This design comes from an exercise in tuning for small area and a short achievable clock period on the open sky130 flow, not from production work. No activity file was given, so power comes from the tool's default toggle rates.

==> inputs of run X <==
Design PE, start of the top module:
module PE(
    input wire CLK,
    input wire RESET,
    input wire EN,
    input wire SELECTOR,
    input wire W_EN,
    input wire signed [7:0] active_left,
    output reg signed [7:0] active_right,
    input wire signed [15:0] in_sum,
    output reg signed [15:0] out_sum,
    input wire signed [7:0] in_weight_above,
    output wire signed [7:0] out_weight_below
    );
==> flow/config.mk <==
export PLATFORM = sky130hd
export DESIGN_NAME = PE
export DESIGN_NICKNAME = PE
export VERILOG_FILES = /design/flow/design.v
export SDC_FILE = /design/flow/constraint.sdc
export NUM_CORES = 4
export LEC_CHECK = 0
export CAP_MARGIN = 20
export CORE_MARGIN = 2
export CORE_UTILIZATION = 65
export GPL_TIMING_DRIVEN = 0
export SETUP_SLACK_MARGIN = 0.7
export SLEW_MARGIN = 20
export SYNTH_HIERARCHICAL = 1
==> flow/constraint.sdc <==
create_clock -name core_clock -period 5.5 [get_ports {CLK}]
set_input_delay 1.1000 -clock core_clock [delete_from_list [all_inputs] [get_ports {CLK}]]
set_output_delay 1.1000 -clock core_clock [all_outputs]
set_load 0.01 [all_outputs]
standard.sh (not shown) runs the stock make flow with config.mk's settings and CLKGATE_MAP_FILE= SYNTH_SCRIPT=/design/flow/synth_recipe.tcl, a recipe that flattens the netlist after the stock synthesis.
==> flow/flow/run.sh <==
#!/bin/bash
# Standard layout with two changes: the port buffers are the smallest buffer
# cell, and clock tree synthesis inserts no dummy loads.
set -euo pipefail
export BUFFER_PORTS_ARGS="-buffer_cell sky130_fd_sc_hd__buf_1"
export CTS_ARGS="-sink_clustering_enable -repair_clock_nets -dont_use_dummy_load"
bash standard.sh finish > flow_standard.log 2>&1
==> run K (differences from run X) <==
--- a/flow/design.v
+++ b/flow/design.v
@@ -344,77 +344,84 @@
     pe_fa u_x239 (.a(rx[1]), .b(ry[1]), .ci(rc235), .s(t237), .co(rc238));
     assign sum[1] = t237;
     wire t240, rc241;
     pe_fa u_x242 (.a(rx[2]), .b(ry[2]), .ci(rc238), .s(t240), .co(rc241));
     assign sum[2] = t240;
     wire t243, rc244;
     pe_fa u_x245 (.a(rx[3]), .b(ry[3]), .ci(rc241), .s(t243), .co(rc244));
     assign sum[3] = t243;
-    wire t246, rc247;
-    pe_fa u_x248 (.a(rx[4]), .b(ry[4]), .ci(rc244), .s(t246), .co(rc247));
-    assign sum[4] = t246;
+    wire g4, p4;
+    pe_ha u_x246 (.a(rx[4]), .b(ry[4]), .s(p4), .co(g4));
     wire g5, p5;
-    pe_ha u_x249 (.a(rx[5]), .b(ry[5]), .s(p5), .co(g5));
+    pe_ha u_x247 (.a(rx[5]), .b(ry[5]), .s(p5), .co(g5));
     wire g6, p6;
-    pe_ha u_x250 (.a(rx[6]), .b(ry[6]), .s(p6), .co(g6));
+    pe_ha u_x248 (.a(rx[6]), .b(ry[6]), .s(p6), .co(g6));
     wire g7, p7;
-    pe_ha u_x251 (.a(rx[7]), .b(ry[7]), .s(p7), .co(g7));
+    pe_ha u_x249 (.a(rx[7]), .b(ry[7]), .s(p7), .co(g7));
     wire g8, p8;
-    pe_ha u_x252 (.a(rx[8]), .b(ry[8]), .s(p8), .co(g8));
+    pe_ha u_x250 (.a(rx[8]), .b(ry[8]), .s(p8), .co(g8));
     wire g9, p9;
-    pe_ha u_x253 (.a(rx[9]), .b(ry[9]), .s(p9), .co(g9));
+    pe_ha u_x251 (.a(rx[9]), .b(ry[9]), .s(p9), .co(g9));
     wire g10, p10;
-    pe_ha u_x254 (.a(rx[10]), .b(ry[10]), .s(p10), .co(g10));
+    pe_ha u_x252 (.a(rx[10]), .b(ry[10]), .s(p10), .co(g10));
     wire g11, p11;
-    pe_ha u_x255 (.a(rx[11]), .b(ry[11]), .s(p11), .co(g11));
+    pe_ha u_x253 (.a(rx[11]), .b(ry[11]), .s(p11), .co(g11));
     wire g12, p12;
-    pe_ha u_x256 (.a(rx[12]), .b(ry[12]), .s(p12), .co(g12));
+    pe_ha u_x254 (.a(rx[12]), .b(ry[12]), .s(p12), .co(g12));
     wire g13, p13;
-    pe_ha u_x257 (.a(rx[13]), .b(ry[13]), .s(p13), .co(g13));
+    pe_ha u_x255 (.a(rx[13]), .b(ry[13]), .s(p13), .co(g13));
     wire g14, p14;
-    pe_ha u_x258 (.a(rx[14]), .b(ry[14]), .s(p14), .co(g14));
+    pe_ha u_x256 (.a(rx[14]), .b(ry[14]), .s(p14), .co(g14));
     wire g15, p15;
-    pe_ha u_x259 (.a(rx[15]), .b(ry[15]), .s(p15), .co(g15));
-    wire G260 = g5 | (p5 & rc247);
-    wire G261 = g7 | (p7 & g6);
-    wire P262 = p7 & p6;
-    wire G263 = g9 | (p9 & g8);
-    wire P264 = p9 & p8;
-    wire G265 = g11 | (p11 & g10);
-    wire P266 = p11 & p10;
-    wire G267 = g13 | (p13 & g12);
-    wire P268 = p13 & p12;
-    wire G269 = g15 | (p15 & g14);
-    wire P270 = p15 & p14;
-    wire G271 = G261 | (P262 & G260);
-    wire G272 = G265 | (P266 & G263);
-    wire P273 = P266 & P264;
-    wire G274 = G269 | (P270 & G267);
-    wire P275 = P270 & P268;
-    wire G276 = G272 | (P273 & G271);
-    wire G277 = G274 | (P275 & G276);
-    wire G278 = G263 | (P264 & G271);
-    wire G279 = G267 | (P268 & G276);
-    wire G280 = g6 | (p6 & G260);
-    wire G281 = g8 | (p8 & G271);
-    wire G282 = g10 | (p10 & G278);
-    wire G283 = g12 | (p12 & G276);
-    wire G284 = g14 | (p14 & G279);
-    pe_xor2 u_x285 (.a(p5), .b(rc247), .y(sum[5]));
-    pe_xor2 u_x286 (.a(p6), .b(G260), .y(sum[6]));
-    pe_xor2 u_x287 (.a(p7), .b(G280), .y(sum[7]));
-    pe_xor2 u_x288 (.a(p8), .b(G271), .y(sum[8]));
-    pe_xor2 u_x289 (.a(p9), .b(G281), .y(sum[9]));
-    pe_xor2 u_x290 (.a(p10), .b(G278), .y(sum[10]));
-    pe_xor2 u_x291 (.a(p11), .b(G282), .y(sum[11]));
-    pe_xor2 u_x292 (.a(p12), .b(G276), .y(sum[12]));
-    pe_xor2 u_x293 (.a(p13), .b(G283), .y(sum[13]));
-    pe_xor2 u_x294 (.a(p14), .b(G279), .y(sum[14]));
-    pe_xnor2 u_x295 (.a(p15), .b(G284), .y(sum[15]));
+    pe_ha u_x257 (.a(rx[15]), .b(ry[15]), .s(p15), .co(g15));
+    wire G258 = g4 | (p4 & rc244);
+    wire G259 = g6 | (p6 & g5);
+    wire P260 = p6 & p5;
+    wire G261 = g8 | (p8 & g7);
+    wire P262 = p8 & p7;
+    wire G263 = g10 | (p10 & g9);
+    wire P264 = p10 & p9;
+    wire G265 = g12 | (p12 & g11);
+    wire P266 = p12 & p11;
+    wire G267 = g14 | (p14 & g13);
+    wire P268 = p14 & p13;
+    wire G269 = g5 | (p5 & G258);
+    wire G270 = G259 | (P260 & G258);
+    wire G271 = g9 | (p9 & G261);
+    wire P272 = p9 & P262;
+    wire G273 = G263 | (P264 & G261);
+    wire P274 = P264 & P262;
+    wire G275 = g13 | (p13 & G265);
+    wire P276 = p13 & P266;
+    wire G277 = G267 | (P268 & G265);
+    wire P278 = P268 & P266;
+    wire G279 = g7 | (p7 & G270);
+    wire G280 = G261 | (P262 & G270);
+    wire G281 = G271 | (P272 & G270);
+    wire G282 = G273 | (P274 & G270);
+    wire G283 = g15 | (p15 & G277);
+    wire P284 = p15 & P278;
+    wire G285 = g11 | (p11 & G282);
+    wire G286 = G265 | (P266 & G282);
+    wire G287 = G275 | (P276 & G282);
+    wire G288 = G277 | (P278 & G282);
+    wire G289 = G283 | (P284 & G282);
+    pe_xor2 u_x290 (.a(p4), .b(rc244), .y(sum[4]));
+    pe_xor2 u_x291 (.a(p5), .b(G258), .y(sum[5]));
+    pe_xor2 u_x292 (.a(p6), .b(G269), .y(sum[6]));
+    pe_xor2 u_x293 (.a(p7), .b(G270), .y(sum[7]));
+    pe_xor2 u_x294 (.a(p8), .b(G279), .y(sum[8]));
+    pe_xor2 u_x295 (.a(p9), .b(G280), .y(sum[9]));
+    pe_xor2 u_x296 (.a(p10), .b(G281), .y(sum[10]));
+    pe_xor2 u_x297 (.a(p11), .b(G282), .y(sum[11]));
+    pe_xor2 u_x298 (.a(p12), .b(G285), .y(sum[12]));
+    pe_xor2 u_x299 (.a(p13), .b(G286), .y(sum[13]));
+    pe_xor2 u_x300 (.a(p14), .b(G287), .y(sum[14]));
+    pe_xnor2 u_x301 (.a(p15), .b(G288), .y(sum[15]));
     always @(negedge RESET or posedge CLK) begin
         if (~RESET) begin
             out_sum <= 0;
             active_right <= 0;
             weight_1 <= 0;
             weight_2 <= 0;
         end else begin
             out_sum <= sum;
==> flow/config.mk (replaced) <==
export PLATFORM = sky130hd
export DESIGN_NAME = PE
export DESIGN_NICKNAME = PE
export VERILOG_FILES = /design/flow/design.v
export SDC_FILE = /design/flow/constraint.sdc
export NUM_CORES = 4
export LEC_CHECK = 0
export CAP_MARGIN = 20
export CORE_MARGIN = 2
export CORE_UTILIZATION = 65
export GPL_TIMING_DRIVEN = 0
export SETUP_SLACK_MARGIN = 0.5
export SLEW_MARGIN = 20
export SYNTH_HIERARCHICAL = 1
==> impl_results.md <==
* Library cells used by synthesis at 24
* NonClk Buf Share at 0.0807
* Die H at 77.2 um
* Status: no timing/DRC/antenna violations
* Metal1 wirelength at 3380 um
* Sequential power at 0.457 mW
* Sw Pwr at 0.799 mW
* RD Place Congestion at 0.854
* Reg2reg setup slack at 1340 ps
* DRT iter0 DRCs at 130
* Worst slack, placed at -552 ps
-- figures above: run K

==> impl_results.md <==
* Status: no timing/DRC/antenna violations
* Die Span X at 76.9 um
* Sw Pwr at 0.863 mW
* RD Place Congestion at 0.808
* Reg2reg setup slack at 1460 ps
* NonClk Buf Share at 0.0904
* Library cells used by synthesis at 20
* Combinational power share at 0.672
* Die H at 76.9 um
* Sequential power at 0.458 mW
* Metal1 wirelength at 3170 um
* DRT iter0 DRCs at 135
* Clock skew at 13.6 ps
-- figures above: run X

No run of this note included a check of the RTL's function; only the layout flow was run.

afterwards: timing with drivers on the ports:
In the flow no input, the clock included, has a driving cell. The finished layouts below were timed again as built, in two steps.
Step 1 sets driving cells, clkbuf_16 on the clock port and buf_2 on the other inputs (assumed; they add their load-dependent delay and slew).
Step 2 adds t to the input delays and takes it off the output delays; t is the mean of the earliest and latest rising clock arrival at the registers after step 1. Input paths then give back, and output paths get back, about the clock's delay inside the block.
a / b / c = ideal / step 1 / step 2; a / b = the first two.
run	t, ns	setup WS [ns]	pins driven straight from the clock port
run X	0.316	0.819 / 0.694 / 0.379	1
run K	0.316	0.676 / 0.634 / 0.318	1
After both steps setup and hold are still met in every run listed. For run X, which loses most, drivers alone change the setup slack by -0.125 ns; drivers and shift together by -0.440 ns.
